Background: an optimization exercise with open tools, aiming at small area. Do not read the settings as production practice. Only simulation tests tie the RTL to the original design; equivalence was not proved. Power figures rest on the tool's default switching activity, not on a simulated workload.

## DP_project
module DP_project(
    input [1:0] mode,
    input start, cancel, door_close, fill_water, drain_water, in_clk,
    output door_lock, fill_valve, drain_valve, motor_bled,
    output [3:0] mode_led,
    output [2:0] status,
    output [4:0] ps_led,
    output [6:0] lcd_out,
    output [7:0] lcd_an
    );
    localparam IDLE = 2'd0, SPIN = 2'd1, WASH = 2'd2, RINSE = 2'd3;
    reg [3:0] k;
    reg [1:0] s;
    reg       fp;        
    wire k0   = !k[0] && !k[2];
    wire k1   = !k[1] && !k[3];
    wire k8   = !k[0] && !k[3];
    wire k9   = !k[0] && !k[1] && k[2];
    wire tick = k8 && !s[0];
    always @(posedge in_clk) begin
        if (cancel) begin
            k <= 4'b0110;
            s <= 2'd3;
        end else begin
            k <= {k[2:0], k[0] ^ k[3] ^ (!k[1] && k[2])};
            if (k9)
                s <= s + 1'b1;
        end
    end
    reg [1:0]  ps;
    reg [1:0]  step;
    reg        x;
    reg [1:0]  ml;       
    reg [7:0]  rn;       
    reg [4:0]  d;
    wire st_idle  = (ps == IDLE);
  ...
export LEC_CHECK = 0
export ABC_AREA = 1
export CAP_MARGIN = 20
export CORE_MARGIN = 2
export CORE_UTILIZATION = 40
export PLACE_DENSITY = 0.6
export SLEW_MARGIN = 20
create_clock -name core_clock -period 15.0 [get_ports {in_clk}]
standard.sh (not shown) runs the stock make flow with config.mk's settings and CLKGATE_MAP_FILE= SYNTH_SCRIPT=/design/flow/synth_recipe.tcl, a recipe that flattens the netlist after the stock synthesis.
==> flow/flow/run.sh <==
#!/bin/bash
# The standard layout (standard.sh) with these changes:
#  - synthesis: no adder-cell extraction, and the final abc mapping uses an
#    area script, tried with several seeds, keeping the smallest netlist
#    (flow/my_synth.tcl, flow/area.abc); registers are untouched;
#  - every port still gets a buffer, of the smallest buffer cell (buf_1);
#  - clock tree of clkbuf_4 cells, without dummy loads.
# Each step writes its full output to its own log in this folder.
set -euo pipefail
here=$(pwd)
export MY_ABC_SCRIPT=$here/flow/area.abc
export MY_ABC_SEEDS="1 2 3 4 5 6"
args=(ADDER_MAP_FILE=
      SYNTH_SCRIPT=$here/flow/my_synth.tcl
      "BUFFER_PORTS_ARGS=-buffer_cell sky130_fd_sc_hd__buf_1"
      "CTS_ARGS=-sink_clustering_enable -repair_clock_nets -buf_list sky130_fd_sc_hd__clkbuf_4 -dont_use_dummy_load")
bash standard.sh "${args[@]}" synth > synth.log 2>&1
bash standard.sh "${args[@]}" finish > finish.log 2>&1
==> flow/flow/area.abc <==
strash
&get -n
&deepsyn -T 25 -S @SEED@
&put
strash
dch -f
amap
topo
==> flow/flow/my_synth.tcl <==
# The standard flow's synthesis (synth_recipe.tcl) with one change: the final abc
# mapping runs an area-oriented script (flow/area.abc) several times with
# different random seeds for its &deepsyn step, and keeps the smallest
# result by liberty cell area.
proc synth {args} { yosys synth -nofsm -noshare {*}$args }
proc abc {args} {
  set i [lsearch -exact $args -script]
  set lib [lindex $args [expr {[lsearch -exact $args -liberty] + 1}]]
  set seeds $::env(MY_ABC_SEEDS)
  set tmpl [read [open $::env(MY_ABC_SCRIPT)]]
  yosys design -save preabc
  set best -1
  set bestseed [lindex $seeds 0]
  foreach seed $seeds {
    set f $::env(OBJECTS_DIR)/area_s$seed.abc
    set fh [open $f w]
    puts $fh [string map [list @SEED@ $seed] $tmpl]
    close $fh
    set a [lreplace $args [expr {$i+1}] [expr {$i+1}] $f]
    yosys design -load preabc
    yosys abc {*}$a
    yosys tee -q -o $::env(OBJECTS_DIR)/area_s$seed.txt stat -liberty $lib
    set fh [open $::env(OBJECTS_DIR)/area_s$seed.txt r]
    set txt [read $fh]
    close $fh
    regexp {Chip area for module[^:]*:\s*([0-9.]+)} $txt -> area
    puts "abc seed $seed: area $area"
    if {$best < 0 || $area < $best} {
      set best $area
      set bestseed $seed
      yosys design -save bestabc
    }
  }
  puts "abc: keeping seed $bestseed, area $best"
  yosys design -load bestabc
}
source $::env(SCRIPTS_DIR)/synth.tcl
# left out here: clear keep_hierarchy, flatten, clean up, hide names made inside functions, write 1_2_yosys.v
Edit:
--- a/flow/flow/run.sh
+++ b/flow/flow/run.sh
@@ -5,5 +5,6 @@
 #    (flow/my_synth.tcl, flow/area.abc); registers are untouched;
 #  - every port still gets a buffer, of the smallest buffer cell (buf_1);
-#  - clock tree of clkbuf_4 cells, without dummy loads.
+#  - clock tree of clkbuf_4 cells, without dummy loads;
+#  - the constant outputs share one tie cell (no tie fanout repair).
 # Each step writes its full output to its own log in this folder.
 set -euo pipefail
@@ -13,4 +14,5 @@
 args=(ADDER_MAP_FILE=
       SYNTH_SCRIPT=$here/flow/my_synth.tcl
+      SKIP_REPAIR_TIE_FANOUT=1
       "BUFFER_PORTS_ARGS=-buffer_cell sky130_fd_sc_hd__buf_1"
       "CTS_ARGS=-sink_clustering_enable -repair_clock_nets -buf_list sky130_fd_sc_hd__clkbuf_4 -dont_use_dummy_load")
The new run passed the timing, design-rule and antenna checks.
Total power barely changes.
Fmax went up slightly.
Cell area went down slightly.
Sequential power is about the same.
Die area is unchanged.
Global-route usage went up by 0.54 points.
Worst hold slack is better by 0.0077 ns.
Clock skew barely changes.
Combinational power is about the same.

[static timing again, ports no longer ideal]
No port has a modelled driver above. Below, the same layouts with a new extraction and two added sets of constraints.
Step 1 (the two cells are an assumption about what drives the block):
set clk [get_ports {in_clk}]
set_driving_cell -lib_cell sky130_fd_sc_hd__clkbuf_16 $clk
set_driving_cell -lib_cell sky130_fd_sc_hd__buf_2 [delete_from_list [all_inputs] $clk]
Step 2 adds t to the input delays and takes it off the output delays; t is the mean of the earliest and latest rising clock arrival at the registers after step 1. Input paths then give back, and output paths get back, about the clock's delay inside the block.
Slacks: ideal ports / drivers / drivers and shift; pairs: ideal ports / drivers.
| run | t, ns | setup WS [ns] | slew at the worst register clock pin (ns) | worst data-port slew with drivers (ns) | pins driven straight from the clock port |
|---|---|---|---|---|---|
| the first run | 0.346 | 9.460 / 9.436 / 9.782 | 0.10 / 0.10 | 0.03 | 1 |
| the second run | 0.345 | 9.504 / 9.481 / 9.826 | 0.10 / 0.10 | 0.03 | 1 |
After both steps every run listed still meets setup and hold.
